What follows belongs to an exercise in optimizing a design on an open flow for small area; a production flow would make more cautious choices. At most, simulation tests tie the RTL to the original design; equivalence was not proved. No functional check of the RTL was part of run 6. The clock cells of run 6 come from the design's own scripts or RTL, not from TritonCTS. The clock port is modelled as an ideal driver, which makes a skipped or thinned clock tree look cheaper than it is; a real chip needs a root buffer or a tree. No activity file was given, so power comes from the tool's default toggle rates.

--- flow/config.mk ---
export PLATFORM = sky130hd
export DESIGN_NAME = top_logic_n_packs
export DESIGN_NICKNAME = top_logic_n_packs
export VERILOG_FILES = /design/flow/design.v
export SDC_FILE = /design/flow/constraint.sdc
export NUM_CORES = 4
export LEC_CHECK = 0
export CAP_MARGIN = 20
export CORE_MARGIN = 2
export CORE_UTILIZATION = 40
export GPL_TIMING_DRIVEN = 0
export PLACE_DENSITY = 0.6
export SLEW_MARGIN = 20
--- flow/constraint.sdc ---
create_clock -name core_clock -period 5.0 [get_ports {tx_clk}]
set_input_delay 1.0000 -clock core_clock [delete_from_list [all_inputs] [get_ports {tx_clk}]]
set_output_delay 1.0000 -clock core_clock [all_outputs]
set_load 0.01 [all_outputs]
--- flow/design.v ---
module top_logic_n_packs(
	input we,
	output led0,
	input led1,
	output reg led2,
	output reg led3,
	input reset,
	input tx_clk,
	input txinit_done,
	output [31:0] tx_data,
	output tx_k
);
localparam [2:0] S0 = 3'b000, S1 = 3'b001, S2F = 3'b011, S2 = 3'b010, S3 = 3'b110, S4A = 3'b111, S4B = 3'b101, SD = 3'b100;
reg [2:0] fsm;
reg [2:0] pk;         
reg [13:0] cnt;       
reg [6:0] r;          
reg sync0, sync1;     
reg st, al;           
wire f7 = r[5] ^ r[6];
wire f9 = r[4] ^ r[6];
wire f12 = r[5] ^ r[0];
wire f13 = r[4] ^ r[1];
wire f83 = r[3] ^ r[1];
wire f96 = r[4] ^ r[0];
wire f4 = f12 ^ f83;
wire f6 = f12 ^ f13;
wire f10 = r[2] ^ f96;
wire f14 = f7 ^ f13;
wire f15 = r[5] ^ f13;
wire f16 = f7 ^ r[1];
wire f19 = f7 ^ r[3];
wire f23 = f9 ^ r[3];
wire f26 = r[2] ^ f83;
wire f31 = r[5] ^ f96;
wire f68 = r[0] ^ f83;
wire f0 = f6 ^ f7;
wire f3 = f9 ^ f10;
wire f5 = f10 ^ f83;
wire f11 = f4 ^ f10;
wire f17 = f10 ^ f16;
wire f18 = f4 ^ f16;
wire f20 = f13 ^ f19;
wire f22 = f4 ^ f96;
wire f24 = f4 ^ r[2];
wire f25 = f16 ^ r[2];
wire f28 = f14 ^ f26;
wire f30 = r[4] ^ f26;
wire f69 = f26 ^ r[0];
wire f70 = f14 ^ r[2];
wire f71 = f4 ^ f7;
wire f82 = f4 ^ f9;
wire f103 = r[5] ^ f23;
wire f27 = f3 ^ f31;
wire f29 = f0 ^ f10;
wire f72 = f5 ^ r[6];
wire f75 = f7 ^ f30;
wire f97 = f3 ^ r[1];
wire f116 = r[5] ^ f3;
wire [31:0] o = {f31, f30, f29, f28, f27, f26, f25, f24, f23, f22, r[3], f20, f19, f18, f17, f16, f15, f14, f13, f12, f11, f10, f9, r[6], f7, f6, f5, f4, f3, r[4], r[5], f0};   
wire [19:0] crc;
assign crc[0] = ~f19;
assign crc[1] = ~f83;
assign crc[2] = ~f116;
assign crc[3] = ~f71;
assign crc[4] = ~f97;
assign crc[5] = ~r[2];
assign crc[6] = f96;
assign crc[7] = f24;
assign crc[8] = ~f75;
assign crc[9] = r[0];
assign crc[10] = r[1];
assign crc[11] = ~f72;
assign crc[12] = f68;
assign crc[13] = ~f69;
assign crc[14] = f70;
assign crc[15] = ~f71;
assign crc[16] = ~f72;
assign crc[17] = f82;
assign crc[18] = ~f20;
assign crc[19] = f103;
wire in_s2 = (fsm == S2);
wire term = cnt[0] & cnt[1] & cnt[2] & cnt[3] & cnt[4] & cnt[5] & cnt[6] & cnt[7] & cnt[10] & cnt[11] & cnt[12] & cnt[13];
wire en = in_s2 | (fsm == S3) | ((fsm == S2F) & (pk == 3'd0));
wire link = (fsm != S0) & (fsm != SD);
always @(posedge tx_clk) begin
	sync0 <= txinit_done;
	sync1 <= sync0;
	cnt <= in_s2 ? {cnt[12:0], cnt[13] ^ cnt[4] ^ cnt[2] ^ cnt[0]} : 14'd11303;
	if (en) r <= {f103, f96, f97, f116, f30, r[3], f20};
	case (fsm)
		S0: if (we) fsm <= S1;
		S1: fsm <= S2F;
		S2F: fsm <= S2;
		S2: if (term) fsm <= S3;
		S3: fsm <= S4A;
		S4A: fsm <= S4B;
		S4B: begin pk <= pk + 3'd1; fsm <= (pk == 3'd7) ? SD : S1; end
		default: ;
	endcase
	if (sync1) st <= 1'b1;
	if ((fsm == S1) & (st | sync1)) al <= 1'b1;
	if (reset) begin
		fsm <= S0;
		pk <= 3'd0;
		r <= 7'd67;
		st <= 1'b0;
		al <= 1'b0;
	end
end
wire eop = al & (fsm == S4A);
wire sop = al & (fsm == S2F);
wire dat = al & ((fsm == S2) | (fsm == S3));
wire idle = st & ~eop & ~sop & ~dat;
assign tx_k = st & ~dat;   
assign tx_data[31:28] = {4{dat}} & o[31:28];
assign tx_data[27:8] = ({20{eop}} & crc) | ({20{dat}} & o[27:8]);
assign tx_data[7:0] = ({8{eop}} & 8'hDC) | ({8{sop}} & 8'h3C) | ({8{idle}} & 8'hBC) | ({8{dat}} & o[7:0]);
assign led0 = txinit_done;
always @(*) begin
	led2 = link;
	led3 = we;
end
endmodule
--- flow/flow/run.sh ---
#!/bin/bash
# Own layout flow: the standard flow (standard.sh) with
#  - synthesis mapped by ABC with an area-recovery script (flow/area.abc) instead of the
#    speed script; everything else in the synthesis script is the standard flow's (synth_recipe.tcl),
#  - small port buffers (buf_1),
#  - a clock tree without dummy loads.
set -euo pipefail
W=$PWD
{
  echo "proc abc {args} {"
  echo "  set i [lsearch -exact \$args -script]"
  echo "  if {\$i >= 0} { lset args [expr {\$i + 1}] $W/flow/area.abc }"
  echo "  yosys abc {*}\$args"
  echo "}"
  cat synth_recipe.tcl
} > own_synth.tcl
sed "s#SYNTH_SCRIPT=[^ ]*#SYNTH_SCRIPT=$W/own_synth.tcl#" standard.sh > own_standard.sh
grep -q "SYNTH_SCRIPT=$W/own_synth.tcl" own_standard.sh
export BUFFER_PORTS_ARGS="-buffer_cell sky130_fd_sc_hd__buf_1"
export CTS_ARGS="-sink_clustering_enable -sink_clustering_size 40 -sink_clustering_max_diameter 500 -repair_clock_nets -dont_use_dummy_load -buf_list sky130_fd_sc_hd__clkbuf_4"
bash own_standard.sh > standard.log 2>&1
--- flow/flow/area.abc ---
strash
&get -n
&st
&dch -f
&nf -R 1000
&put
--- flow/standard.sh ---
#!/bin/bash
# synth_recipe.tcl (not shown) runs the flow's synth.tcl, then flattens the netlist and writes it again
# the make line also repeats each setting of config.mk as NAME=value (left out here)
make -C /OpenROAD-flow-scripts/flow DESIGN_CONFIG=/design/flow/config.mk WORK_HOME=/design/flow/orfs CLKGATE_MAP_FILE= SYNTH_SCRIPT=/design/flow/synth_recipe.tcl "${@:-finish}"
==> summary.md, run 1 <==
| Metric | Value |
|---|---|
| CP max FO | 7 |
| Die Y | 68.8 um |
| P_sw | 540 uW |
| Combinational power share | 59.9% |
| Clock network power share | 9.9% |
| Tmin final | 3.75 ns |
| Final Hold Fails | 0 |
| Most frequent cells in the layout | buf_1, dfxtp_1, xnor2_1 |
| Dpl hpwl | 2.71 mm |
| Synth Instances | 197 |
| Hold Crit Start | sync0$_DFF_P_ |
| CORE AREA | 4030 sq um |
| NumNets Final | 251 |
| Die ar. | 4730 sq um |
| WP data required | 4.00 ns |
| Drt wl/cell | 12.8 um |
| Clock transition at path regs | 0.10 ns |
| GRT Overall Usage | 16.0% |
| Post-CTS setup buffers | 0 |
| Detailed Routing Iterations Pass 1 | 4 |
| WHS | 0.331 ns |
| PortBufs | 39 |
| Number of synthesis warnings | 1 |
| First-pass GRT wire length | 5.65 mm |
| Htree depth | 2 |
| Area delta synth->final | 14.7% |
| Leakage power | 0.000709 uW |
| Initial Util | 41.6% |
| Cell area after layout | 1920 sq um |
| DRC Markers | 0 |
| CTS Root Cell | clkbuf_4 |
| Largest family of logic cells by synthesized area | simple AND/OR/NAND/NOR gates |
| Post-Synth Adder-Cell Area | 2.24% |
| Initial DRC count | 66 |
| Grt ovf | 0 |
| Critical path launch point type | flip-flop |
| Mapped Nets | 205 |
| Largest net degree at the start of global routing | 26 |
| Design Power | 1160 uW |
| Final Skew | 0.0305 ns |
| Max cap viols | 0 |
| RSZ-0062 raised after global routing | no |
| Min-Delay Path Class | reg2reg |
| Worst rel slew slack | 41.2% |
| Gates resized, CTS repair | 0 |
| Critical-path cell list | xor2_1 -> xnor2_1 -> xnor2_1 -> xnor2_1 -> o22ai_1 -> buf_1 |
| Final WL | 3.72 mm |
| Mux contribution to synthesized area | 0.597% |
| CP max stage delay | 0.53 ns |
| Clk sink count | 31 |
| Worst setup EP type | primary output |
| CP arrival | 2.75 ns |
| Synth Cell Area | 1680 sq um |
| Worst Setup SP | r[0]$_SDFFE_PP1P_ |
| Hold bufs inserted after CTS | 0 |
| Top cell type's share of synthesized area | 37.0% |
| Post-synthesis sequential area ratio | 37.0% |
| Number of flops mapped to enable cells by yosys | 0 |
| # setup viols final | 0 |
| Final Max Slew Viols | 0 |
| Yosys cell types | 33 |
| Slew of the pin with the lowest slew margin | 0.876 ns |
| Fmax | 267 MHz |
| Yosys reg bits | 31 |
| Post-synth top flop | dfxtp_1 |
| Switching Share | 46.4% |
| Vias per cell | 5.19 |
| Worst skew pair latency | 0.32 ns |
| Commonest non-fill, non-tap cell in the layout | buf_1 |
| CTS tree | built |
| XOR/XNOR Fraction of Synth Area | 20.9% |
| Internal power | 624 uW |
| Asr flop ratio synth | 0% |
| Reg power frac | 30.2% |
| Setup Crit Path Kind | reg2out |
| # rows | 23 |
| Die W | 68.8 um |
| Fin crit share | 75.0% |
| Io pins | 41 |
| Compound-Gate Fraction of Synth Area | 16.9% |
| Dpl cell area | 1890 sq um |
| Synth area leader | dfxtp_1 |
| Antenna-violating nets left | 0 |
| GPL Wtd Cong | 0.824 |
| Initial antenna violation count | 0 |
| Clk buf depth | 2 |
| Number of CTS-inserted buffers | 5 |
| Antenna diodes | 0 |
| Pwr dens | 605 nW/um^2 |
| Critical register-to-register path startpoint | r[0]$_SDFFE_PP1P_ |
| Synth top area cells | dfxtp_1, xnor2_1, xor2_1, o21ai_0, nor2_1 |
| VDD IR max | 0.231 mV |
| CP max-delay cell | xor2_1 |
| Number of global-route vias before repair | 1239 |
| Total number of vias | 1510 |
| Final TNS setup | 0 ns |
| Layout cells sized above 1 | 2.90% |
| Status | timing/DRC/antenna clean |
| Simple-gate share of the synthesized area | 20.9% |
| Cell mode on critical path | xnor2_1 |
| Mean Syn Cell Area | 8.52 sq um |
## worst paths after layout
path	cells past startpoint	slack, ns	end
min	0	0.33	sync1$_DFF_P_
max	6	1.25	tx_data[12]
max reg2reg	6	2.51	r[3]$_SDFFE_PP0P_
min reg2reg	0	0.33	sync1$_DFF_P_
## worst max-delay path: cells and delay by family, from the launching register on
kind | cells | cell delay, ns
buf+inv | 1 | 0.18
compound gates | 1 | 0.18
flops | 1 | 0.49
xor+xnor | 4 | 1.58
## layout make-up
type                       count  area (sq um)
buffer                         2          15.0
multi-input combinational    161          1030
clock buffer                   5          37.5
tap                           50          62.6
timing repair buffer          39           146
inverter                       3          11.3
sequential                    31           621
fill                         424          2100
## state kept, by name, indices dropped and copies added (netlist names), named ones only
register / cells
r: 7
pk: 3
cnt: 14
st: 1
sync1: 1
al: 1
fsm: 2
sync0: 1
## per-stage QoR
stage | instances | util, % | setup WS (ns)
floorplan | 197 | - | 2.18
global placement | 286 | 46.8 | 1.65
detailed placement | 286 | 46.8 | 1.63
CTS | 291 | 47.8 | 1.25
global route | 291 | 47.8 | 1.04
finish | 291 | 47.8 | 1.25
## kinds of logic (layout without fill, tap and decap cells)
kind of cell,count (synthesis),count (layout)
fa+ha+maj,3,3
mux,1,1
flops,31,31
xor+xnor,40,40
simple gates,70,70
compound gates,47,47
buf+inv,5,49
## cell usage after synthesis (all sizes together), types with 2 or more instances
master,count
nor2,20
nand2b,4
nor2b,2
nor3,3
a211oi,2
ha,3
clkinv,3
nand4,4
dfxtp,31
o211ai,2
o22ai,9
nand2,16
buf,2
or3,7
xor2,16
o21ai,17
a21oi,8
a22o,2
and2,9
xnor2,24
## power by group through the flow
stage               Clock (uW)  Combinational (uW)  Sequential [uW]
floorplan                    0                 582              339
global placement             0                 693              356
detailed placement           0                 694              357
CTS                        124                 696              351
global route               137                 759              360
finish                     116                 697              351
## layer usage
metal  up-vias  share of wire [%]  track usage, %
met1       692                 50            22.0
met5         -                  0               0
li1        784                  -               -
met2        32                 45            24.6
met4         0               0.59            4.41
met3         2                4.4            4.38
==> run 2, diff against run 1 <==
==> flow/flow/run.sh (replaced) <==
#!/bin/bash
# Own layout flow: the standard flow (standard.sh) with these changes:
#  - synthesis maps the logic with ABC using an area-recovery script (flow/area.abc) instead of
#    the speed script, and without buffers on pass-through wires (SYNTH_INSBUF=0); everything
#    else in the synthesis script is the standard flow's (synth_recipe.tcl), so the registers are the same;
#  - every flip-flop then gets the instance name the standard synthesis gives it (flow/rename_ffs.py,
#    matched by the register net it drives), as Yosys numbers some of them;
#  - ports get small buffers (buf_1), and the clock tree has no dummy loads.
# Logs: ref_synth.log (standard synthesis), standard.log (the make run), orfs/logs (each step).
set -euo pipefail
W=$PWD
# 1. the standard synthesis, for its register names
sed "s#WORK_HOME=[^ ]*#WORK_HOME=$W/ref_orfs#" standard.sh > ref_standard.sh
grep -q "WORK_HOME=$W/ref_orfs" ref_standard.sh
bash ref_standard.sh synth > ref_synth.log 2>&1
REF=$(ls $W/ref_orfs/results/*/top_logic_n_packs/base/1_2_yosys.v)
# 2. own synthesis
{
  echo "proc abc {args} {"
  echo "  set i [lsearch -exact \$args -script]"
  echo "  if {\$i >= 0} { lset args [expr {\$i + 1}] $W/flow/area.abc }"
  echo "  yosys abc {*}\$args"
  echo "}"
  cat synth_recipe.tcl
} > own_synth.tcl
sed "s#SYNTH_SCRIPT=[^ ]*#SYNTH_SCRIPT=$W/own_synth.tcl#" standard.sh > own_standard.sh
grep -q "SYNTH_SCRIPT=$W/own_synth.tcl" own_standard.sh
bash own_standard.sh SYNTH_INSBUF=0 synth > standard.log 2>&1
RES=$(dirname $(ls $W/orfs/results/*/top_logic_n_packs/base/1_2_yosys.v))
python3 flow/rename_ffs.py $REF $RES/1_2_yosys.v $RES/1_2_yosys.renamed.v > rename.log 2>&1
mv $RES/1_2_yosys.renamed.v $RES/1_2_yosys.v
rm -f $RES/1_synth.odb $RES/1_synth.sdc
# 3. the rest of the flow
export BUFFER_PORTS_ARGS="-buffer_cell sky130_fd_sc_hd__buf_1"
export CTS_ARGS="-sink_clustering_enable -sink_clustering_size 40 -sink_clustering_max_diameter 500 -repair_clock_nets -dont_use_dummy_load -buf_list sky130_fd_sc_hd__clkbuf_4"
bash own_standard.sh SYNTH_INSBUF=0 finish >> standard.log 2>&1
==> flow/flow/rename_ffs.py (new file) <==
#!/usr/bin/env python3
"""rename_ffs.py REF.v IN.v OUT.v: give every flip-flop in IN.v (a Yosys netlist) the instance
name that the flip-flop driving the same Q net has in REF.v (bench's standard synthesis of the
same RTL), so that the layout's registers pair with the standard synthesis's by name."""
import re, sys
CELL = re.compile(r'^(\s*)(sky130_fd_sc_hd__\w+) (\S+) \((.*?)\);', re.S | re.M)
def flops(text):
    out = {}
    for m in CELL.finditer(text):
        if re.match(r'sky130_fd_sc_hd__(e|s)?df', m.group(2)):
            q = re.search(r'\.Q\(\s*(\S+)\s*\)', m.group(4)).group(1)
            out[q] = m.group(3)
    return out
ref = flops(open(sys.argv[1]).read())
text = open(sys.argv[2]).read()
mine = flops(text)
assert sorted(ref) == sorted(mine), (set(ref) ^ set(mine))
want = {mine[q]: ref[q] for q in mine}           # my flop name -> standard name
taken = set(want.values())
def fix(m):
    name = m.group(3)
    if name in want:
        new = want[name]
    elif name in taken:                          # another cell already has that name
        new = name.rstrip() + '_c'
    else:
        return m.group(0)
    return '%s%s %s (%s);' % (m.group(1), m.group(2), new, m.group(4))
text = CELL.sub(fix, text)
assert flops(text) == ref
open(sys.argv[3], 'w').write(text)
print('renamed %d of %d flip-flops' % (sum(1 for k, v in want.items() if k != v), len(want)))
==> run 2 against run 1 <==
Compared with the run above: still clean on timing, DRC and antenna; clock-buffer cell count did not move; synthesized cell count fell by 1.0%; design area fell by 0.78%; non-clock buffer count fell by 2; combinational power fell by 1%; worst setup slack improved by 0.047 ns; die area fell by 0.84%; worst hold slack got worse by 0.0012 ns.
==> summary.md, run 2 <==
| Metric | Value |
|---|---|
| Min-Delay Path Class | reg2reg |
| GRT Overall Usage | 16.6% (+0.59 points) |
| VDD IR max | 0.265 mV (+15%) |
| Leakage power | 0.000700 uW (-1.4%) |
| Number of global-route vias before repair | 1281 (+3.4%) |
| Critical-path cell list | xor2_1 -> xnor2_1 -> xnor2_1 -> xnor2_1 -> o22ai_1 -> buf_1 |
| Total number of vias | 1483 (-1.8%) |
| XOR/XNOR Fraction of Synth Area | 21.1% (+0.19 points) |
| Setup Crit Path Kind | reg2out |
| Fin crit share | 74.1% (-0.95 points) |
| Clk buf depth | 2 (unchanged) |
| Layout cells sized above 1 | 2.09% (-0.81 points) |
| Max cap viols | 0 (unchanged) |
| Status | timing/DRC/antenna clean |
| Io pins | 41 (unchanged) |
| Tmin final | 3.70 ns (-0.0474 ns) |
| Final Skew | 0.0166 ns (-0.0139 ns) |
| Wl on met1 | 1.85 mm (-1.4%) |
| CORE AREA | 4000 sq um (-0.71%) |
| Mean Syn Cell Area | 8.53 sq um (+0.12%) |
| CTS Root Cell | clkbuf_4 |
| Hold Path Depth | 0 (unchanged) |
| Post-Synth Adder-Cell Area | 2.26% (+0.020 points) |
| GPL Wtd Cong | 0.811 (-1.6%) |
| Number of flops mapped to enable cells by yosys | 0 (unchanged) |
| Reg2reg setup slack | 2.60 ns (+0.09 ns) |
| WHS Endpoint | sync1$_DFF_P_ |
| Hold Crit Start | sync0$_DFF_P_ |
| Top Metal Used | met4 |
| Metal3 WL | 158 um (-4.2%) |
| DRC Markers | 0 (unchanged) |
| Synth cell count leaders | dfxtp_1, xnor2_1, nor2_1 |
| Htree depth | 2 (unchanged) |
| Area delta synth->final | 14.8% |
| Final Hold Fails | 0 (unchanged) |
| CP max FO | 7 (unchanged) |
| Dpl hpwl | 2.71 mm (about the same) |
| Largest regs | cnt x14, r x7, pk x3 |
| R2R cell count | 6 (unchanged) |
| P_sw | 536 uW (-0.69%) |
| Pwr dens | 607 nW/um^2 (+0.38%) |
| CP max stage delay | 0.51 ns (-0.02 ns) |
| Final TNS setup | 0 ns (unchanged) |
| Slew of the pin with the lowest slew margin | 0.856 ns (-0.0203 ns) |
| Initial Util | 41.6% (-0.076 points) |
| Initial antenna violation count | 0 (unchanged) |
| Mux contribution to synthesized area | 0.602% (+0.0054 points) |
| Hold bufs inserted after CTS | 0 (unchanged) |
| Post-CTS setup buffers | 0 (unchanged) |
| Post-synth top flop | dfxtp_1 |
| Yosys reg bits | 31 (unchanged) |
| Synth Cell Area | 1660 sq um (-0.89%) |
| Antenna-violating nets left | 0 (unchanged) |
| Length of routed met2 wiring | 1.63 mm (-1.8%) |
| Cell mode on critical path | xnor2_1 |
| PortBufs | 39 (unchanged) |
| Worst setup EP type | primary output |
| Final WS setup | 1.30 ns (+0.0474 ns) |
| Drt wl/cell | 12.7 um (-0.80%) |
| Max reg flops | 14 (unchanged) |
| Vias per cell | 5.13 (-1.1%) |
| Final Max Slew Viols | 0 (unchanged) |
| Final WL | 3.66 mm (-1.5%) |
| Asr flop ratio synth | 0% (unchanged) |
| Largest net degree at the start of global routing | 26 (unchanged) |
| Clk sink count | 31 (unchanged) |
| Internal power | 623 uW (-0.16%) |
| Die Y | 68.5 um (-0.42%) |
| Detailed Routing Iterations Pass 1 | 4 (unchanged) |
| NumNets Final | 249 (-0.80%) |
| DP Worst Slack | 1.64 ns (+0.00842 ns) |
| Critical register-to-register path startpoint | r[0]$_SDFFE_PP1P_ |
| Number of CTS-inserted buffers | 5 (unchanged) |
| Fmax | 270 MHz (+1.3%) |
| Antenna diodes | 0 (unchanged) |
| Worst rel slew slack | 42.7% (+1.6 points) |
| Grt ovf | 0 (unchanged) |
| Commonest non-fill, non-tap cell in the layout | buf_1 |
| Most frequent cells in the layout | buf_1, dfxtp_1, xnor2_1 |
| Clock transition at path regs | 0.09 ns (about the same) |
| Gates resized, CTS repair | 0 (unchanged) |
| CP arrival | 2.70 ns (-0.05 ns) |
| Yosys cell types | 32 (-3.0%) |
| Worst skew pair latency | 0.32 ns (about the same) |
| CTS tree | built |
| CP max-delay cell | xor2_1 |
| Reg with most FFs | cnt |
| Die W | 68.5 um (-0.42%) |
| Synth area leader | dfxtp_1 |
| Combinational power share | 59.5% (-0.4 points) |
| Mapped Nets | 203 (-0.98%) |
| Switching Share | 46.2% (-0.13 points) |
| Simple-gate share of the synthesized area | 21.1% (+0.19 points) |
| Clock network power share | 10.3% (+0.4 points) |
| # setup viols final | 0 (unchanged) |
| RSZ-0062 raised after global routing | no |
| # rows | 23 (unchanged) |
| First-pass GRT wire length | 5.83 mm (+3.2%) |
| Top cell type's share of synthesized area | 37.3% (+0.33 points) |
| Count leader, synth | dfxtp_1 |
| Largest family of logic cells by synthesized area | simple AND/OR/NAND/NOR gates |
| Reg power frac | 30.3% (about the same) |
| Number of synthesis warnings | 1 (unchanged) |
| Critical path launch point type | flip-flop |
| Post-synthesis sequential area ratio | 37.3% (+0.33 points) |
| Synth Instances | 195 (-1.0%) |
| Compound-Gate Fraction of Synth Area | 17.0% (+0.15 points) |
| Initial DRC count | 97 (+47%) |
| Synth top area cells | dfxtp_1, xnor2_1, xor2_1, o21ai_0, nor2_1 |
| WP data required | 4.00 ns (about the same) |
| Worst R2R End | r[4]$_SDFFE_PP0P_ |
| Die ar. | 4690 sq um (-0.84%) |
## run 2: worst max-delay path, delay by kind of cell, from the launching register on
kind            cells  cell delay, ns
compound gates      1            0.17
buf+inv             1            0.18
xor+xnor            4            1.56
flops               1            0.48
## run 2: how the worst max path moves through the flow
stage / from / endpoint / slack (ns) / depth (start not counted)
after floorplan: r[4]$_SDFFE_PP0P_ / tx_data[10] / 2.18 / 5
after global placement: r[4]$_SDFFE_PP0P_ / tx_data[10] / 1.64 / 6
after detailed placement: r[4]$_SDFFE_PP0P_ / tx_data[10] / 1.64 / 6
after CTS: r[0]$_SDFFE_PP1P_ / tx_data[10] / 1.27 / 6
after global routing: r[0]$_SDFFE_PP1P_ / tx_data[12] / 1.10 / 6
final: r[0]$_SDFFE_PP1P_ / tx_data[12] / 1.30 / 6
## run 2: per-layer routing
metal	GRT usage, %	up-vias
met5	0	-
met4	5.25	0
met3	3.95	4
met2	26.2	30
met1	22.2	676
li1	-	773
## run 2: cells by family (layout without fill, tap and decap cells)
logic type / Yosys count / after routing
adders and majority gates: 3 / 3
muxes: 1 / 1
buffers and inverters: 3 / 47
DFF: 31 / 31
xor gates and xnor gates: 40 / 40
AOI/OAI and AO/OA: 47 / 47
and+or+nand+nor: 70 / 70
## run 2: layout make-up
type	instances	area [sq um]
Multi-Input combinational cell	161	1030
Tap cell	50	62.6
Sequential cell	31	621
Inverter	3	11.3
Fill cell	412	2090
Clock buffer	5	37.5
Timing Repair Buffer	39	146
## run 2: power groups by stage
stage	sequential, uW	clock [uW]	combinational (uW)
3_3_place_gp	357	0	691
2_1_floorplan	339	0	581
3_5_place_dp	356	0	694
6_report	351	119	689
5_1_grt	360	133	768
4_1_cts	351	127	696
## run 2: metrics by stage
step | utilization [%] | std cells | hold slack [ns] | total power, uW | cell area, sq um
floorplan | - | 195 | 0.310 | 919 | 1660
global placement | 46.8 | 284 | 0.314 | 1050 | 1870
detailed placement | 46.8 | 284 | 0.315 | 1050 | 1870
CTS | 47.7 | 289 | 0.334 | 1170 | 1910
global route | 47.7 | 289 | 0.350 | 1260 | 1910
finish | 47.7 | 289 | 0.329 | 1160 | 1910
==> run 3, diff against run 2 <==
--- a/flow/flow/rename_ffs.py
+++ b/flow/flow/rename_ffs.py
@@ -4,5 +4,5 @@
 same RTL), so that the layout's registers pair with the standard synthesis's by name."""
 import re, sys
-CELL = re.compile(r'^(\s*)(sky130_fd_sc_hd__\w+) (\S+) \((.*?)\);', re.S | re.M)
+CELL = re.compile(r'^([ \t]*)(sky130_fd_sc_hd__\w+) +(\S+) +\((.*?)\);', re.S | re.M)
 def flops(text):
     out = {}
@@ -26,4 +26,6 @@
     else:
         return m.group(0)
+    if new == name:
+        return m.group(0)
     return '%s%s %s (%s);' % (m.group(1), m.group(2), new, m.group(4))
 text = CELL.sub(fix, text)
==> run 3 against run 2 <==
Compared with the run above: sequential power about the same; via count is the same; clock-buffer cell count unchanged; combinational power hardly changed; utilization did not move; global-route usage unchanged; critical path type unchanged.
==> summary.md, run 3 <==
| Metric | Value |
|---|---|
| Die W | 68.5 um (unchanged) |
| Yosys reg bits | 31 (unchanged) |
| Final Skew | 0.0166 ns (unchanged) |
| Synth top area cells | dfxtp_1, xnor2_1, xor2_1, o21ai_0, nor2_1 |
| Hold bufs inserted after CTS | 0 (unchanged) |
| Slew of the pin with the lowest slew margin | 0.856 ns (unchanged) |
| CORE AREA | 4000 sq um (unchanged) |
| Initial antenna violation count | 0 (unchanged) |
| Worst skew pair latency | 0.32 ns (about the same) |
| Worst setup EP type | primary output |
| Min-Delay Path Class | reg2reg |
| Total number of vias | 1483 (unchanged) |
| Number of synthesis warnings | 1 (unchanged) |
| # rows | 23 (unchanged) |
| Number of global-route vias before repair | 1281 (unchanged) |
| Fmax | 270 MHz (unchanged) |
| Fin crit share | 74.1% (unchanged) |
| PortBufs | 39 (unchanged) |
| CTS Root Cell | clkbuf_4 |
| Largest regs | cnt x14, r x7, pk x3 |
| Final WS setup | 1.30 ns (unchanged) |
| WP data required | 4.00 ns (about the same) |
| Area delta synth->final | 14.8% (unchanged) |
| NumNets Final | 249 (unchanged) |
| Status | timing/DRC/antenna clean |
| CTS tree | built |
| DRC Markers | 0 (unchanged) |
| CP max FO | 7 (unchanged) |
| GRT Overall Usage | 16.6% (unchanged) |
| Initial Util | 41.6% (unchanged) |
| Detailed Routing Iterations Pass 1 | 4 (unchanged) |
| Initial DRC count | 97 (unchanged) |
| Grt ovf | 0 (unchanged) |
| Final WL | 3.66 mm (unchanged) |
| Most frequent cells in the layout | buf_1, dfxtp_1, xnor2_1 |
| CP arrival | 2.70 ns (about the same) |
| Count leader, synth | dfxtp_1 |
| Top cell type's share of synthesized area | 37.3% (unchanged) |
| Layout cells sized above 1 | 2.09% (unchanged) |
| CP max-delay cell | xor2_1 |
| RSZ-0062 raised after global routing | no |
| Number of flops mapped to enable cells by yosys | 0 (unchanged) |
| Clk sink count | 31 (unchanged) |
| VDD IR max | 0.265 mV (unchanged) |
| Antenna diodes | 0 (unchanged) |
| First-pass GRT wire length | 5.83 mm (unchanged) |
| Final TNS setup | 0 ns (unchanged) |
| GPL Wtd Cong | 0.811 (unchanged) |
| Post-synthesis sequential area ratio | 37.3% (unchanged) |
| Mean Syn Cell Area | 8.53 sq um (unchanged) |
| # setup viols final | 0 (unchanged) |
| Synth Instances | 195 (unchanged) |
| DP Worst Slack | 1.64 ns (unchanged) |
| Io pins | 41 (unchanged) |
| Die ar. | 4690 sq um (unchanged) |
| Critical path launch point type | flip-flop |
| Final Hold Fails | 0 (unchanged) |
| Number of CTS-inserted buffers | 5 (unchanged) |
| Htree depth | 2 (unchanged) |
| Critical-path cell list | xor2_1 -> xnor2_1 -> xnor2_1 -> xnor2_1 -> o22ai_1 -> buf_1 |
| Dpl hpwl | 2.71 mm (unchanged) |
| Yosys cell types | 32 (unchanged) |
| Final Max Slew Viols | 0 (unchanged) |
| Clk buf depth | 2 (unchanged) |
| Synth Cell Area | 1660 sq um (unchanged) |
| Max cap viols | 0 (unchanged) |
| Largest net degree at the start of global routing | 26 (unchanged) |
| Leakage power | 0.000700 uW (unchanged) |
| Post-synth top flop | dfxtp_1 |
| Antenna-violating nets left | 0 (unchanged) |
| Cell mode on critical path | xnor2_1 |
| Design Power | 1160 uW (unchanged) |
| Synth cell count leaders | dfxtp_1, xnor2_1, nor2_1 |
| Clock transition at path regs | 0.09 ns (about the same) |
| Worst rel slew slack | 42.7% (unchanged) |
| Commonest non-fill, non-tap cell in the layout | buf_1 |
| Setup Crit Path Kind | reg2out |
| Gates resized, CTS repair | 0 (unchanged) |
| Synth area leader | dfxtp_1 |
| Tmin final | 3.70 ns (unchanged) |
| Vias per cell | 5.13 (unchanged) |
| Asr flop ratio synth | 0% (unchanged) |
| Pwr dens | 607 nW/um^2 (unchanged) |
| Post-CTS setup buffers | 0 (unchanged) |
| CP max stage delay | 0.51 ns (about the same) |
| Drt wl/cell | 12.7 um (unchanged) |
| Die Y | 68.5 um (unchanged) |
| Mapped Nets | 203 (unchanged) |
| Reg with most FFs | cnt |
| Max reg flops | 14 (unchanged) |
-- run 3: cell counts after synthesis --
Identical to the previous run, type by type.
-- run 3: kinds of logic (layout without fill, tap and decap cells) --
logic type | count (synthesis) | in the layout | synth area share, %
muxes | 1 | 1 | 0.602
DFF | 31 | 31 | 37.3
xor gates and xnor gates | 40 | 40 | 21.1
and+or+nand+nor | 70 | 70 | 21.1
adders and majority gates | 3 | 3 | 2.26
AOI/OAI and AO/OA | 47 | 47 | 17.0
buffers and inverters | 3 | 47 | 0.677
-- run 3: worst max-delay path: cells and delay by family (launching register included) --
family	cells	cell delay (ns)
xor+xnor	4	1.56
flops	1	0.48
buf+inv	1	0.18
compound gates	1	0.17
-- run 3: area by class of cell --
cell class	instances	area, sq um
fill	412	2090
multi-input combinational	161	1030
sequential	31	621
timing repair buffer	39	146
tap	50	62.6
clock buffer	5	37.5
inverter	3	11.3
-- run 3: final timing paths --
check	start	end	slack, ns	depth (start not counted)
setup reg to reg	r[0]$_SDFFE_PP1P_	r[4]$_SDFFE_PP0P_	2.60	6
hold / removal	sync0$_DFF_P_	sync1$_DFF_P_	0.33	0
setup / recovery	r[0]$_SDFFE_PP1P_	tx_data[12]	1.30	6
hold reg to reg	sync0$_DFF_P_	sync1$_DFF_P_	0.33	0
-- run 3: layer usage --
layer	share of wire, %	track usage (%)	up-vias	wire, um
li1	-	-	773	-
met1	50	22.2	676	1850
met2	44	26.2	30	1630
met3	4.3	3.95	4	158
met4	0.85	5.25	0	31
met5	0	0	-	0
-- run 3: report_power, final --
group	total, uW	switching, uW	internal [uW]
clock	119	72.5	46.9
sequential	351	66.1	285
combinational	689	398	292
-- run 3: stage by stage --
stage	hold WS (ns)	area, sq um	util (%)	instances
2_1_floorplan	0.310	1660	-	195
3_3_place_gp	0.314	1870	46.8	284
3_5_place_dp	0.315	1870	46.8	284
4_1_cts	0.334	1910	47.7	289
5_1_grt	0.350	1910	47.7	289
6_report	0.329	1910	47.7	289
==> run 4, diff against run 3 <==
--- a/flow/design.v
+++ b/flow/design.v
@@ -11,8 +11,9 @@
 	output tx_k
 );
-localparam [2:0] S0 = 3'b000, S1 = 3'b001, S2F = 3'b011, S2 = 3'b010, S3 = 3'b110, S4A = 3'b111, S4B = 3'b101, SD = 3'b100;
-reg [2:0] fsm;
+localparam [1:0] F0 = 2'b00, FS2 = 2'b01, FP = 2'b11, FD = 2'b10;
+reg [1:0] fsm;
 reg [2:0] pk;         
-reg [13:0] cnt;       
+reg [13:0] cq;        
+wire [13:0] cnt = cq ^ 14'h2aaa;
 reg [6:0] r;          
 reg sync0, sync1;     
@@ -80,28 +81,47 @@
 assign crc[18] = ~f20;
 assign crc[19] = f103;
-wire in_s2 = (fsm == S2);
-wire term = cnt[0] & cnt[1] & cnt[2] & cnt[3] & cnt[4] & cnt[5] & cnt[6] & cnt[7] & cnt[10] & cnt[11] & cnt[12] & cnt[13];
-wire en = in_s2 | (fsm == S3) | ((fsm == S2F) & (pk == 3'd0));
-wire link = (fsm != S0) & (fsm != SD);
+wire in_s2 = (fsm == FS2);
+wire post = (fsm == FP);
+wire ph_s1 = post & ~cnt[0] & ~cnt[2];
+wire ph_s2f = post & cnt[0] & cnt[2];
+wire ph_s3 = post & cnt[1] & cnt[2];
+wire ph_s4a = post & ~cnt[0] & ~cnt[1];
+wire ph_s4b = post & cnt[0] & ~cnt[2];
+wire term = cnt[0] & cnt[1] & cnt[2] & ~cnt[3] & cnt[4] & cnt[6] & cnt[7] & cnt[8] & cnt[10] & cnt[11] & cnt[12];   
+wire first = (pk == 3'b000);
+wire last = (pk == 3'b111);
+wire en = in_s2 | ph_s3 | (ph_s2f & first);
+wire link = post | in_s2;
+reg [2:0] pk_next;
+always @(*) begin
+	case (pk)
+		3'b000: pk_next = 3'b001;
+		3'b001: pk_next = 3'b010;
+		3'b010: pk_next = 3'b011;
+		3'b011: pk_next = 3'b100;
+		3'b100: pk_next = 3'b101;
+		3'b101: pk_next = 3'b110;
+		3'b110: pk_next = 3'b111;
+		3'b111: pk_next = 3'b000;
+		default: pk_next = pk;
+	endcase
+end
 always @(posedge tx_clk) begin
 	sync0 <= txinit_done;
 	sync1 <= sync0;
-	cnt <= in_s2 ? {cnt[12:0], cnt[13] ^ cnt[4] ^ cnt[2] ^ cnt[0]} : 14'd11303;
+	cq <= (((fsm == F0) | ph_s4b) ? 14'h2aaa : {cnt[12:0], cnt[13] ^ cnt[4] ^ cnt[2] ^ cnt[0]}) ^ 14'h2aaa;
 	if (en) r <= {f103, f96, f97, f116, f30, r[3], f20};
 	case (fsm)
-		S0: if (we) fsm <= S1;
-		S1: fsm <= S2F;
-		S2F: fsm <= S2;
-		S2: if (term) fsm <= S3;
-		S3: fsm <= S4A;
-		S4A: fsm <= S4B;
-		S4B: begin pk <= pk + 3'd1; fsm <= (pk == 3'd7) ? SD : S1; end
+		F0: if (we) fsm <= FP;
+		FP: if (ph_s2f) fsm <= FS2; else if (ph_s4b & last) fsm <= FD;
+		FS2: if (term) fsm <= FP;
 		default: ;
 	endcase
+	if (ph_s4b) pk <= pk_next;
 	if (sync1) st <= 1'b1;
-	if ((fsm == S1) & (st | sync1)) al <= 1'b1;
+	if (ph_s1 & (st | sync1)) al <= 1'b1;
 	if (reset) begin
-		fsm <= S0;
-		pk <= 3'd0;
+		fsm <= F0;
+		pk <= 3'b000;
 		r <= 7'd67;
 		st <= 1'b0;
@@ -109,7 +129,7 @@
 	end
 end
-wire eop = al & (fsm == S4A);
-wire sop = al & (fsm == S2F);
-wire dat = al & ((fsm == S2) | (fsm == S3));
+wire eop = al & ph_s4a;
+wire sop = al & ph_s2f;
+wire dat = al & (in_s2 | ph_s3);
 wire idle = st & ~eop & ~sop & ~dat;
 assign tx_k = st & ~dat;   
==> run 4 against run 3 <==
Compared with the run above: sequential share of layout area shrank 0.42 points; register-to-register slack lost 0.04 ns; sequential power shrank 5%; combinational power shrank 46%; non-clock buffer count grew 1.
==> summary.md, run 4 <==
| Metric | Value |
|---|---|
| Largest regs | cq x14, r x7, pk x3 |
| Critical path launch point type | flip-flop |
| Non-filler cells, final | 290 (+0.35%) |
| DRC Markers | 0 (unchanged) |
| Worst setup EP type | primary output |
| Asr flop ratio synth | 0% (unchanged) |
| Count leader, synth | nor2_1 |
| Max reg flops | 14 (unchanged) |
| Synth Instances | 196 (+0.51%) |
| Dpl cells | 285 (+0.35%) |
| Die Y | 67.6 um (-1.2%) |
| Clock network power share | 14.6% (+4.3 points) |
| Clock transition at path regs | 0.08 ns (about the same) |
| CP max FO | 29 (+22) |
| Leakage power | 0.000664 uW (-5.0%) |
| Worst rel slew slack | 40.2% (-2.5 points) |
| Pwr dens | 442 nW/um^2 (-27%) |
| Synth top area cells | dfxtp_1, xnor2_1, nor2_1, xor2_1, o21ai_0 |
| Number of global-route vias before repair | 1242 (-3.0%) |
| Number of flops mapped to enable cells by yosys | 0 (unchanged) |
| Drt wl/cell | 12.9 um (+1.9%) |
| Cell area after layout | 1870 sq um (-2.0%) |
| Detailed Routing Iterations Pass 1 | 4 (unchanged) |
| Reg area | 601 sq um (-3.2%) |
| WHS | 0.333 ns (+0.00364 ns) |
| Gates resized, CTS repair | 0 (unchanged) |
| Internal power | 491 uW (-21%) |
| Wl on met1 | 1.90 mm (+3.2%) |
| Fin crit share | 76.1% (+2.1 points) |
| Post-synth top flop | dfxtp_1 |
| Post-synthesis sequential area ratio | 37.1% (-0.23 points) |
| GRT Overall Usage | 17.0% (+0.41 points) |
| Top cell type's share of synthesized area | 37.1% (-0.23 points) |
| Fill count | 419 (+1.7%) |
| Most frequent cells in the layout | buf_1, nor2_1, dfxtp_1 |
| Die W | 67.6 um (-1.2%) |
| First-pass GRT wire length | 5.79 mm (-0.70%) |
| Area of the multi-input gates | 998 sq um (-3.2%) |
| Final WL | 3.74 mm (+2.2%) |
| Reg power frac | 40.5% (+10 points) |
| Yosys reg bits | 30 (-3.2%) |
| CP arrival | 2.81 ns (+0.11 ns) |
| CTS tree | built |
| Yosys cell types | 30 (-6.3%) |
| # rows | 23 (unchanged) |
| Layout cells sized above 1 | 2.50% (+0.41 points) |
| Antenna diodes | 0 (unchanged) |
| WP data required | 4.00 ns (about the same) |
| Final TNS setup | 0 ns (unchanged) |
| Final Max Slew Viols | 0 (unchanged) |
| Clk buf depth | 2 (unchanged) |
| R2R cell count | 6 (unchanged) |
| Min-Delay Path Class | reg2reg |
| Number of CTS-inserted buffers | 5 (unchanged) |
| Final Skew | 0.0242 ns (+0.00754 ns) |
| Switching Share | 40.6% (-5.7 points) |
| Initial antenna violation count | 0 (unchanged) |
| Dpl hpwl | 2.75 mm (+1.6%) |
| Grt ovf | 0 (unchanged) |
| Hold Path Depth | 0 (unchanged) |
| RSZ-0062 raised after global routing | no |
| Io pins | 41 (unchanged) |
| Synth cell count leaders | nor2_1, dfxtp_1, xnor2_1 |
| Synth area leader | dfxtp_1 |
| Fmax | 263 MHz (-2.7%) |
| Reg with most FFs | cq |
| GPL Wtd Cong | 0.813 (+0.21%) |
| Synth Cell Area | 1620 sq um (-2.6%) |
| Antenna-violating nets left | 0 (unchanged) |
| Commonest non-fill, non-tap cell in the layout | buf_1 |
| Area delta synth->final | 15.6% |
| Status | timing/DRC/antenna clean |
| Layout Utilization | 47.5% (-0.26 points) |
| Metal3 WL | 237 um (+50%) |
| Length of routed met2 wiring | 1.53 mm (-5.9%) |
| # setup viols final | 0 (unchanged) |
| Number of synthesis warnings | 1 (unchanged) |
| CORE AREA | 3940 sq um (-1.4%) |
| Setup Crit Path Kind | reg2out |
| Hold bufs inserted after CTS | 0 (unchanged) |
| Total number of vias | 1483 (unchanged) |
| P_sw | 335 uW (-37%) |
| PortBufs | 39 (unchanged) |
| Combinational power share | 44.9% (-15 points) |
| CTS Root Cell | clkbuf_4 |
| Post-CTS setup buffers | 0 (unchanged) |
| Slew of the pin with the lowest slew margin | 0.894 ns (+0.0382 ns) |
| NumNets Final | 251 (+0.80%) |
| Max cap viols | 0 (unchanged) |
| Worst skew pair latency | 0.33 ns (about the same) |
| Largest net degree at the start of global routing | 30 (+15%) |
| Tmin final | 3.81 ns (+0.103 ns) |
| Dpl cell area | 1830 sq um (-2.3%) |
| Die ar. | 4570 sq um (-2.5%) |
| Clk sink count | 30 (-3.2%) |
| Initial DRC count | 101 (+4.1%) |
| VDD IR max | 0.211 mV (-21%) |
| Htree depth | 2 (unchanged) |
| Initial Util | 41.1% (-0.50 points) |
| Final Hold Fails | 0 (unchanged) |
| Mapped Nets | 205 (+0.99%) |
| Vias per cell | 5.11 (-0.34%) |
| Mean Syn Cell Area | 8.26 sq um (-3.1%) |
| Top Metal Used | met4 |
run 4: changes by cell type in the layout (fill, tap and decap cells not counted), moves of 3 or more:
cell	before	now
nand2_1	16	12
nand4_1	4	1
xnor2_1	24	29
nand2b_1	4	1
xor2_1	16	11
and2_0	9	2
clkinv_1	3	6
or3_1	7	0
nor2_1	20	36
nand3_1	0	3
a311oi_1	0	3
run 4: critical path, cell delays in order, from the launching register on:
cell and delay (ns):
dfxtp_1 0.44, nand2b_1 0.08, a21boi_0 0.36, nand2_1 0.59, and2_0 0.41, nand3_1 0.13, and3_1 0.22, o21ai_0 0.09
buf_1 0.16
run 4: logic make-up (layout without fill, tap and decap cells):
group,count (synthesis),after routing,share of synthesized area (%)
AOI/OAI and AO/OA,49,49,18.2
xor gates and xnor gates,40,40,21.6
adders and majority gates,4,4,3.09
buffers and inverters,7,51,1.62
DFF,30,30,37.1
muxes,2,2,1.24
and+or+nand+nor,64,64,17.2
run 4: worst paths after layout:
path / startpoint / to / slack [ns]
worst max-delay path: cq[2]$_SDFF_PP0_ / tx_data[2] / 1.19
worst min-delay path: sync0$_DFF_P_ / sync1$_DFF_P_ / 0.33
worst max register to register: r[0]$_SDFFE_PP1P_ / r[3]$_SDFFE_PP0P_ / 2.56
worst min register to register: sync0$_DFF_P_ / sync1$_DFF_P_ / 0.33
run 4: power by group through the flow:
stage	Combinational, uW	Clock, uW	Sequential, uW
2_1_floorplan	309	0	327
3_3_place_gp	367	0	339
3_5_place_dp	370	0	340
4_1_cts	370	125	334
5_1_grt	408	133	342
6_report	371	121	335
run 4: cell type report:
class	count	area share (%)
Multi-Input combinational cell	159	53.3
Sequential cell	30	32.1
Timing Repair Buffer	39	7.82
Tap cell	50	3.34
Clock buffer	5	2.01
Inverter	6	1.20
Buffer	1	0.201
run 4: per-stage QoR:
step | total power, uW | setup slack, ns
global route | 883 | 0.930
detailed placement | 709 | 1.56
CTS | 829 | 1.20
floorplan | 636 | 2.09
finish | 826 | 1.19
global placement | 706 | 1.52
run 4: routing by layer:
metal  track usage (%)  up-vias
met2              25.1       41
met4              8.16        0
met5                 0        -
met1              22.8      665
li1                  -      771
met3              4.67        6
==> run 5, diff against run 4 <==
--- a/flow/flow/run.sh
+++ b/flow/flow/run.sh
@@ -4,4 +4,5 @@
 #    the speed script, and without buffers on pass-through wires (SYNTH_INSBUF=0); everything
 #    else in the synthesis script is the standard flow's (synth_recipe.tcl), so the registers are the same;
+#    adders are left to ABC too (ADDER_MAP_FILE empty: no half-adder cells from extract_fa);
 #  - every flip-flop then gets the instance name the standard synthesis gives it (flow/rename_ffs.py,
 #    matched by the register net it drives), as Yosys numbers some of them;
@@ -26,5 +27,5 @@
 sed "s#SYNTH_SCRIPT=[^ ]*#SYNTH_SCRIPT=$W/own_synth.tcl#" standard.sh > own_standard.sh
 grep -q "SYNTH_SCRIPT=$W/own_synth.tcl" own_standard.sh
-bash own_standard.sh SYNTH_INSBUF=0 synth > standard.log 2>&1
+bash own_standard.sh SYNTH_INSBUF=0 ADDER_MAP_FILE= synth > standard.log 2>&1
 RES=$(dirname $(ls $W/orfs/results/*/top_logic_n_packs/base/1_2_yosys.v))
 python3 flow/rename_ffs.py $REF $RES/1_2_yosys.v $RES/1_2_yosys.renamed.v > rename.log 2>&1
@@ -34,3 +35,3 @@
 export BUFFER_PORTS_ARGS="-buffer_cell sky130_fd_sc_hd__buf_1"
 export CTS_ARGS="-sink_clustering_enable -sink_clustering_size 40 -sink_clustering_max_diameter 500 -repair_clock_nets -dont_use_dummy_load -buf_list sky130_fd_sc_hd__clkbuf_4"
-bash own_standard.sh SYNTH_INSBUF=0 finish >> standard.log 2>&1
+bash own_standard.sh SYNTH_INSBUF=0 ADDER_MAP_FILE= finish >> standard.log 2>&1
==> run 5 against run 4 <==
Compared with the run above: worst hold slack better by 0.0023 ns; sequential power down 1%; utilization is 0.93 points higher; cell count is 2.8% lower; clock-buffer cell count did not move; worst setup slack improved by 0.060 ns; first-iteration DRC count shrank 24%; combinational power barely moved; critical path depth is 1 higher; critical endpoint is now tx_data[3].
==> summary.md, run 5 <==
| Metric | Value |
|---|---|
| CORE AREA | 3690 sq um (-6.4%) |
| Mux contribution to synthesized area | 0% (-1.2 points) |
| Mean Syn Cell Area | 8.11 sq um (-1.8%) |
| Worst skew pair latency | 0.32 ns (about the same) |
| Asr flop ratio synth | 0% (unchanged) |
| Post-CTS setup buffers | 0 (unchanged) |
| Initial Util | 41.8% (+0.72 points) |
| Antenna diodes | 0 (unchanged) |
| Total number of vias | 1441 (-2.8%) |
| Die W | 66.1 um (-2.3%) |
| First-pass GRT wire length | 6.18 mm (+6.7%) |
| GRT Overall Usage | 18.3% (+1.2 points) |
| Mapped Nets | 195 (-4.9%) |
| Largest family of logic cells by synthesized area | XOR/XNOR gates |
| Cell mode on critical path | nand2_1 |
| Die Y | 66.1 um (-2.3%) |
| Htree depth | 2 (unchanged) |
| WHS | 0.335 ns (+0.00233 ns) |
| Synth Instances | 190 (-3.1%) |
| Critical-path cell list | nand2_1 -> nor2_1 -> a22o_1 -> nand2_1 -> and2_0 -> nand3_1 -> and3_1 -> o21ai_0 -> buf_1 |
| Post-Synth Adder-Cell Area | 0% (-3.1 points) |
| Worst setup EP type | primary output |
| Drt wl/cell | 13.0 um (+1.0%) |
| Synth area leader | dfxtp_1 |
| NumNets Final | 241 (-4.0%) |
| Detailed Routing Iterations Pass 1 | 4 (unchanged) |
| Tmin final | 3.75 ns (-0.0603 ns) |
| RSZ-0062 raised after global routing | no |
| Setup Crit Path Kind | reg2out |
| Stages on the worst setup path | 9 (+1) |
| Count leader, synth | nor2_1 |
| Largest net degree at the start of global routing | 30 (unchanged) |
| Layout cells sized above 1 | 2.14% (-0.36 points) |
| XOR/XNOR Fraction of Synth Area | 22.7% (+1.1 points) |
| Critical path launch point type | flip-flop |
| Synth cell count leaders | nor2_1, dfxtp_1, xnor2_1 |
| Commonest non-fill, non-tap cell in the layout | buf_1 |
| Hold Path Depth | 0 (unchanged) |
| Final Hold Fails | 0 (unchanged) |
| Fmax | 267 MHz (+1.6%) |
| Antenna-violating nets left | 0 (unchanged) |
| Worst rel slew slack | 37.3% (-3.0 points) |
| Layout Utilization | 48.4% (+0.93 points) |
| GPL Wtd Cong | 0.819 (+0.76%) |
| Max cap viols | 0 (unchanged) |
| Number of synthesis warnings | 1 (unchanged) |
| Worst Path Buf+Inv | 1 (unchanged) |
| CTS Root Cell | clkbuf_4 |
| Grt ovf | 0 (unchanged) |
| Io pins | 41 (unchanged) |
| VDD IR max | 0.253 mV (+20%) |
| Max reg flops | 14 (unchanged) |
| CP max stage delay | 0.49 ns (-0.10 ns) |
| Initial antenna violation count | 0 (unchanged) |
| CP max-delay cell | nand2_1 |
| Worst path top cell family by delay | simple AND/OR/NAND/NOR gates |
| Top cell type's share of synthesized area | 39.0% (+1.9 points) |
| Synth Cell Area | 1540 sq um (-4.8%) |
| DP Worst Slack | 1.59 ns (+0.0265 ns) |
| Final TNS setup | 0 ns (unchanged) |
| Die ar. | 4370 sq um (-4.5%) |
| Simple-gate share of the synthesized area | 19.3% (+2.2 points) |
| Final WL | 3.68 mm (-1.8%) |
| Yosys reg bits | 30 (unchanged) |
| # rows | 22 (-4.3%) |
| Yosys cell types | 23 (-23%) |
| Largest regs | cq x14, r x7, pk x3 |
| Cell area after layout | 1790 sq um (-4.6%) |
| Final WS setup | 1.25 ns (+0.0603 ns) |
| Dpl hpwl | 2.70 mm (-1.9%) |
| PortBufs | 39 (unchanged) |
| Area delta synth->final | 15.8% |
| Slew of the pin with the lowest slew margin | 0.941 ns (+0.0463 ns) |
| # setup viols final | 0 (unchanged) |
| Number of global-route vias before repair | 1335 (+7.5%) |
| Reg2reg setup slack | 2.51 ns (-0.05 ns) |
| Post-synthesis sequential area ratio | 39.0% (+1.9 points) |
| Pwr dens | 458 nW/um^2 (+3.8%) |
| WP data required | 4.00 ns (about the same) |
| Compound-Gate Fraction of Synth Area | 17.8% (-0.38 points) |
| Dpl cell area | 1750 sq um (-4.4%) |
| CP max FO | 29 (unchanged) |
| Vias per cell | 5.11 (about the same) |
| CP arrival | 2.75 ns (-0.06 ns) |
| Clock transition at path regs | 0.10 ns (+0.02 ns) |
| Fin crit share | 74.9% (-1.2 points) |
| Gates resized, CTS repair | 0 (unchanged) |
| R2R cell count | 6 (unchanged) |
| Final Max Slew Viols | 0 (unchanged) |
| Reg with most FFs | cq |
| Hold bufs inserted after CTS | 0 (unchanged) |
| Number of flops mapped to enable cells by yosys | 0 (unchanged) |
| Leakage power | 0.000633 uW (-4.8%) |
| Status | timing/DRC/antenna clean |
| Initial DRC count | 77 (-24%) |
| Synth top area cells | dfxtp_1, xnor2_1, nor2_1, xor2_1, o21ai_0 |
| DRC Markers | 0 (unchanged) |
| Most frequent cells in the layout | buf_1, nor2_1, dfxtp_1 |
| Min-Delay Path Class | reg2reg |
| Clk sink count | 30 (unchanged) |
| Post-synth top flop | dfxtp_1 |
| Number of CTS-inserted buffers | 5 (unchanged) |
| Clk buf depth | 2 (unchanged) |
| CTS tree | built |
| Final Skew | 0.0189 ns (-0.00526 ns) |
[run 5: cell types whose count changed after synthesis, moves of 2 or more]
cell and change:
nor3_1 +5, ha_1 -4, a311oi_1 -3, a21oi_1 +2, mux2i_1 -2, clkinv_1 -2
[run 5: report_power, final]
part | leakage (uW) | total (uW) | internal, uW | switching, uW
sequential | 0.000249 | 331 | 284 | 47.6
combinational | 0.000360 | 370 | 155 | 216
clock | 0.0000230 | 117 | 46.8 | 70.4
[run 5: kinds of logic (layout without fill, tap and decap cells)]
logic type,Yosys count,count (layout)
buffers and inverters,5,49
DFF,30,30
xor gates and xnor gates,40,40
AOI/OAI and AO/OA,47,47
and+or+nand+nor,68,68
[run 5: through the flow]
stage	cells	power, uW
finish	282	819
detailed placement	277	705
global placement	277	703
floorplan	190	629
global route	282	887
CTS	282	823
[run 5: final cells by class]
class                   instances  area [sq um]
inverters                       4          15.0
multi-input cells             155           922
plain buffers                   1          3.75
clock buffers                   5          37.5
well taps                      48          60.1
fillers                       397          1900
flip-flops and latches         30           601
repair buffers                 39           146
[run 5: routing by layer]
layer | up-vias | routed length, um | track usage [%]
met5 | - | 0 | 0
met4 | 0 | 52 | 6.89
met3 | 6 | 199 | 4.09
met2 | 43 | 1720 | 31.1
met1 | 646 | 1700 | 22.2
li1 | 746 | - | -
[run 5: worst paths after layout]
kind	from	end
worst max register to register	r[0]$_SDFFE_PP1P_	r[3]$_SDFFE_PP0P_
worst max-delay path	fsm[0]$_SDFFE_PP0P_	tx_data[3]
worst min-delay path	sync0$_DFF_P_	sync1$_DFF_P_
worst min register to register	sync0$_DFF_P_	sync1$_DFF_P_
==> run 6, diff against run 5 <==
--- a/flow/design.v
+++ b/flow/design.v
@@ -13,5 +13,4 @@
 localparam [1:0] F0 = 2'b00, FS2 = 2'b01, FP = 2'b11, FD = 2'b10;
 reg [1:0] fsm;
-reg [2:0] pk;         
 reg [13:0] cq;        
 wire [13:0] cnt = cq ^ 14'h2aaa;
@@ -89,22 +88,8 @@
 wire ph_s4b = post & cnt[0] & ~cnt[2];
 wire term = cnt[0] & cnt[1] & cnt[2] & ~cnt[3] & cnt[4] & cnt[6] & cnt[7] & cnt[8] & cnt[10] & cnt[11] & cnt[12];   
-wire first = (pk == 3'b000);
-wire last = (pk == 3'b111);
+wire first = r[0] & r[1] & ~r[4];   
+wire last = ~r[0] & r[2];   
 wire en = in_s2 | ph_s3 | (ph_s2f & first);
-wire link = post | in_s2;
-reg [2:0] pk_next;
-always @(*) begin
-	case (pk)
-		3'b000: pk_next = 3'b001;
-		3'b001: pk_next = 3'b010;
-		3'b010: pk_next = 3'b011;
-		3'b011: pk_next = 3'b100;
-		3'b100: pk_next = 3'b101;
-		3'b101: pk_next = 3'b110;
-		3'b110: pk_next = 3'b111;
-		3'b111: pk_next = 3'b000;
-		default: pk_next = pk;
-	endcase
-end
+wire link = fsm[0];   
 always @(posedge tx_clk) begin
 	sync0 <= txinit_done;
@@ -118,10 +103,8 @@
 		default: ;
 	endcase
-	if (ph_s4b) pk <= pk_next;
 	if (sync1) st <= 1'b1;
 	if (ph_s1 & (st | sync1)) al <= 1'b1;
 	if (reset) begin
 		fsm <= F0;
-		pk <= 3'b000;
 		r <= 7'd67;
 		st <= 1'b0;
--- a/flow/flow/run.sh
+++ b/flow/flow/run.sh
@@ -7,5 +7,5 @@
 #  - every flip-flop then gets the instance name the standard synthesis gives it (flow/rename_ffs.py,
 #    matched by the register net it drives), as Yosys numbers some of them;
-#  - ports get small buffers (buf_1), and the clock tree has no dummy loads.
+#  - ports get small buffers (buf_1), and the clock is one buffer (flow/pre_cts.tcl).
 # Logs: ref_synth.log (standard synthesis), standard.log (the make run), orfs/logs (each step).
 set -euo pipefail
@@ -34,4 +34,4 @@
 # 3. the rest of the flow
 export BUFFER_PORTS_ARGS="-buffer_cell sky130_fd_sc_hd__buf_1"
-export CTS_ARGS="-sink_clustering_enable -sink_clustering_size 40 -sink_clustering_max_diameter 500 -repair_clock_nets -dont_use_dummy_load -buf_list sky130_fd_sc_hd__clkbuf_4"
+export PRE_CTS_TCL=$W/flow/pre_cts.tcl
 bash own_standard.sh SYNTH_INSBUF=0 ADDER_MAP_FILE= finish >> standard.log 2>&1
==> flow/flow/pre_cts.tcl (new file) <==
# Sourced by ORFS's cts.tcl before clock tree synthesis (PRE_CTS_TCL). The design has few
# flip-flops, so instead of TritonCTS's two-level H-tree the clock port drives one clkbuf_16
# placed at the centre of the flip-flops, which drives every flip-flop clock pin.
rename clock_tree_synthesis tritoncts_clock_tree_synthesis
proc clock_tree_synthesis {args} {
  set block [ord::get_db_block]
  set n 0
  set sx 0
  set sy 0
  foreach inst [$block getInsts] {
    if { [string match "*df*" [[$inst getMaster] getName]] } {
      set loc [$inst getLocation]
      set sx [expr { $sx + [lindex $loc 0] }]
      set sy [expr { $sy + [lindex $loc 1] }]
      incr n
    }
  }
  set dbu [$block getDbUnitsPerMicron]
  set x [expr { double($sx) / $n / $dbu }]
  set y [expr { double($sy) / $n / $dbu }]
  set buf [insert_buffer -buffer_cell sky130_fd_sc_hd__clkbuf_16 -net tx_clk \
    -location [list $x $y] -buffer_name clkbuf_0_tx_clk -net_name clknet_0_tx_clk]
  foreach net [$block getNets] {
    foreach iterm [$net getITerms] {
      if { [[$iterm getMTerm] getName] == "CLK" } { $net setSigType CLOCK; break }
    }
  }
  [$block findNet tx_clk] setSigType CLOCK
  set_propagated_clock [all_clocks]
  puts "clock tree: one sky130_fd_sc_hd__clkbuf_16 at ($x, $y) for $n flip-flops"
}
==> run 6 against run 5 <==
Compared with the run above: still clean on timing, DRC and antenna; power down 7.4%; sequential share of layout area is 1.3 points lower; worst hold slack better by 0.0014 ns; synthesized cell count decreased by 8.9%; design area down 6.5%; cell count is 8.2% lower; via count is 7.8% lower; synthesized area decreased by 6.6%; maximum frequency increased by 4.0%; critical path type unchanged; largest power group unchanged; highest routed layer unchanged.
==> summary.md, run 6 <==
| Metric | Value |
|---|---|
| Fin crit share | 72.0% (-2.9 points) |
| CP max FO | 9 (-69%) |
| Grt ovf | 0 (unchanged) |
| Yosys cell types | 25 (+8.7%) |
| Final Hold Fails | 0 (unchanged) |
| Layout cells sized above 1 | 0.469% (-1.7 points) |
| Mean Syn Cell Area | 8.32 sq um (+2.6%) |
| Post-CTS setup buffers | 0 (unchanged) |
| Final WL | 3.27 mm (-11%) |
| Leakage power | 0.000588 uW (-7.0%) |
| Setup Crit Path Kind | reg2out |
| CP arrival | 2.60 ns (-0.15 ns) |
| Design Power | 758 uW (-7.4%) |
| Clock transition at path regs | 0.09 ns (about the same) |
| Min-Delay Path Class | reg2reg |
| Status | timing/DRC/antenna clean |
| First-pass GRT wire length | 5.33 mm (-14%) |
| Metal3 WL | 151 um (-24%) |
| Dpl hpwl | 2.60 mm (-3.7%) |
| Commonest non-fill, non-tap cell in the layout | buf_1 |
| Final Max Slew Viols | 0 (unchanged) |
| Fill count | 346 (-13%) |
| NumNets Final | 220 (-8.7%) |
| Switching Share | 40.3% (-0.41 points) |
| Internal power | 452 uW (-6.7%) |
| Area delta synth->final | 15.9% (about the same) |
| Asr flop ratio synth | 0% (unchanged) |
| Synth cell count leaders | nor2_1, dfxtp_1, xnor2_1 |
| DP Worst Slack | 1.60 ns (+0.0120 ns) |
| Largest regs | cq x14, r x7, fsm x2 |
| Worst setup EP type | primary output |
| Cell area after layout | 1670 sq um (-6.5%) |
| Total number of vias | 1329 (-7.8%) |
| DRC Markers | 0 (unchanged) |
| Number of global-route vias before repair | 1164 (-13%) |
| Slew of the pin with the lowest slew margin | 1.01 ns (+0.0678 ns) |
| Initial DRC count | 56 (-27%) |
| Max cap viols | 0 (unchanged) |
| Reg power frac | 40.1% (-0.4 points) |
| Max reg flops | 14 (unchanged) |
| WP data required | 4.00 ns (about the same) |
| Tmin final | 3.60 ns (-0.145 ns) |
| Drt wl/cell | 12.6 um (-3.1%) |
| GRT Overall Usage | 15.5% (-2.8 points) |
| CP max-delay cell | dfxtp_1 |
| Die ar. | 4100 sq um (-6.2%) |
| Pwr dens | 454 nW/um^2 (-0.91%) |
| Final WS setup | 1.40 ns (+0.145 ns) |
| Synth area leader | dfxtp_1 |
| RSZ-0062 raised after global routing | no |
| P_sw | 306 uW (-8.3%) |
| Initial antenna violation count | 0 (unchanged) |
| Synth Instances | 173 (-8.9%) |
| CP max stage delay | 0.56 ns (+0.07 ns) |
| Vias per cell | 5.13 (+0.42%) |
| Detailed Routing Iterations Pass 1 | 4 (unchanged) |
| Combinational power share | 48.5% (+3.3 points) |
| Wl on met1 | 1.48 mm (-13%) |
| Die W | 64 um (-3.1%) |
| Antenna-violating nets left | 0 (unchanged) |
| Number of synthesis warnings | 1 (unchanged) |
| Clock network power share | 11.3% (-3.0 points) |
| CORE AREA | 3390 sq um (-8.1%) |
| Cell mode on critical path | xnor2_1 |
| Top cell type's share of synthesized area | 37.5% (-1.4 points) |
| Synth Cell Area | 1440 sq um (-6.6%) |
| GPL Wtd Cong | 0.817 (-0.28%) |
| Initial Util | 42.5% (+0.70 points) |
| Dpl cell area | 1640 sq um (-5.9%) |
| Critical path launch point type | flip-flop |
| Die Y | 64 um (-3.1%) |
| Critical-path cell list | xor2_1 -> xnor2_1 -> xnor2_1 -> xnor2_1 -> o21ai_0 -> buf_1 |
| Post-synth top flop | dfxtp_1 |
| Fmax | 278 MHz (+4.0%) |
| Most frequent cells in the layout | buf_1, nor2_1, xnor2_1, dfxtp_1, o21ai_0 |
| Length of routed met2 wiring | 1.62 mm (-5.8%) |
| Io pins | 41 (unchanged) |
| Largest net degree at the start of global routing | 30 (unchanged) |
| Mapped Nets | 178 (-8.7%) |
| Reg with most FFs | cq |
| Post-synthesis sequential area ratio | 37.5% (-1.4 points) |
| # rows | 21 (-4.5%) |
| Count leader, synth | nor2_1 |
| Worst rel slew slack | 31.9% (-5.4 points) |
| WHS | 0.337 ns (+0.00138 ns) |
| Worst skew pair latency | 0.16 ns (-0.16 ns) |
| VDD IR max | 0.258 mV (+2.2%) |
| Synth top area cells | dfxtp_1, xnor2_1, nor2_1, xor2_1, o21ai_0 |
| Number of flops mapped to enable cells by yosys | 0 (unchanged) |
| Yosys reg bits | 27 (-10%) |
| Gates resized, CTS repair | 0 (unchanged) |
| Antenna diodes | 0 (unchanged) |
| PortBufs | 39 (unchanged) |
| # setup viols final | 0 (unchanged) |
| Hold bufs inserted after CTS | 0 (unchanged) |
| Top Metal Used | met4 |
| Final Skew | 0.00298 ns (-0.0159 ns) |
| Final TNS setup | 0 ns (unchanged) |
run 6: cell count changes after synthesis, moves of 2 or more:
cell     change
dfxtp_1      -3
mux2i_1      +2
nand2_1      -2
nor2_1       -4
nor3_1       -4
a21oi_1      -5
xnor2_1      -2
xor2_1       +2
run 6: layout make-up, without the clock buffers:
type	count	area (sq um)	share of cell area, %
timing repair buffer	39	146	8.77
multi-input combinational	143	888	53.2
tap	46	57.6	3.45
sequential	27	541	32.4
inverter	3	11.3	0.675
run 6: worst max-delay path: cells and delay by family (launching register included):
kind                   cells  cell delay, ns
XOR/XNOR                   4            1.51
AO/OA/AOI/OAI              1            0.19
buffers and inverters      1            0.18
flip-flops                 1            0.56
run 6: cell families (layout without fill, tap and decap cells):
kind of cell / count (synthesis) / count (layout) / synth area share (%)
and+or+nand+nor: 56 / 56 / 16.9
AOI/OAI and AO/OA: 45 / 45 / 19.0
xor gates and xnor gates: 40 / 40 / 24.3
DFF: 27 / 27 / 37.5
buffers and inverters: 3 / 43 / 0.782
muxes: 2 / 2 / 1.39
run 6: power groups by stage:
stage / clock network (uW) / logic (uW) / registers, uW
2_1_floorplan: 0 / 307 / 297
3_5_place_dp: 0 / 367 / 310
4_1_cts: 88.8 / 369 / 304
6_report: 85.9 / 368 / 304
5_1_grt: 98.5 / 409 / 311
3_3_place_gp: 0 / 362 / 309
run 6: per-layer routing:
layer | vias up | track usage [%]
li1 | 687 | -
met1 | 608 | 20.8
met2 | 32 | 28.9
met3 | 2 | 0.352
met4 | 0 | 0.815
met5 | - | 0
run 6: path summary, 6_finish.rpt:
| path | start | endpoint | slack (ns) | cells past startpoint |
|---|---|---|---|---|
| max reg2reg | r[0]$_SDFFE_PP1P_ | r[3]$_SDFFE_PP0P_ | 2.46 | 6 |
| min | sync0$_DFF_P_ | sync1$_DFF_P_ | 0.34 | 0 |
| max | r[0]$_SDFFE_PP1P_ | tx_data[12] | 1.40 | 6 |
| min reg2reg | sync0$_DFF_P_ | sync1$_DFF_P_ | 0.34 | 0 |
run 6: metrics by stage:
stage          utilization, %  instances
2_1_floorplan               -        173
3_3_place_gp             48.5        258
3_5_place_dp             48.5        258
4_1_cts                  49.2        259
5_1_grt                  49.2        259
6_report                 49.2        259

port drivers added, routing unchanged:
Ports are ideal in the flow. The routed layouts listed here were re-timed in OpenROAD.
Step 1, drivers: a clkbuf_16 drives tx_clk and a buf_2 each remaining input, both assumed.
Step 2, shift: input delay + t, output delay - t, t = (earliest + latest rising clock arrival at the registers) / 2. This alone moves slack from input paths to output paths.
Slacks: ideal / step 1 / step 2; pairs: ideal / step 1.
run | t (ns) | setup WS [ns] | hold WS [ns] | cell pins on the clock port's net
run 1 | 0.323 | 1.250 / 1.228 / 1.551 | 0.331 / 0.331 / 0.331 | 1
run 2 | 0.333 | 1.297 / 1.276 / 1.609 | 0.329 / 0.329 / 0.329 | 1
run 3 | 0.333 | 1.297 / 1.276 / 1.609 | 0.329 / 0.329 / 0.329 | 1
run 4 | 0.346 | 1.194 / 1.170 / 1.515 | 0.333 / 0.333 / 0.333 | 1
run 5 | 0.333 | 1.254 / 1.234 / 1.567 | 0.335 / 0.335 / 0.335 | 1
run 6 | 0.182 | 1.399 / 1.370 / 1.552 | 0.337 / 0.337 / 0.337 | 1
After both steps setup and hold are still met in every run listed.
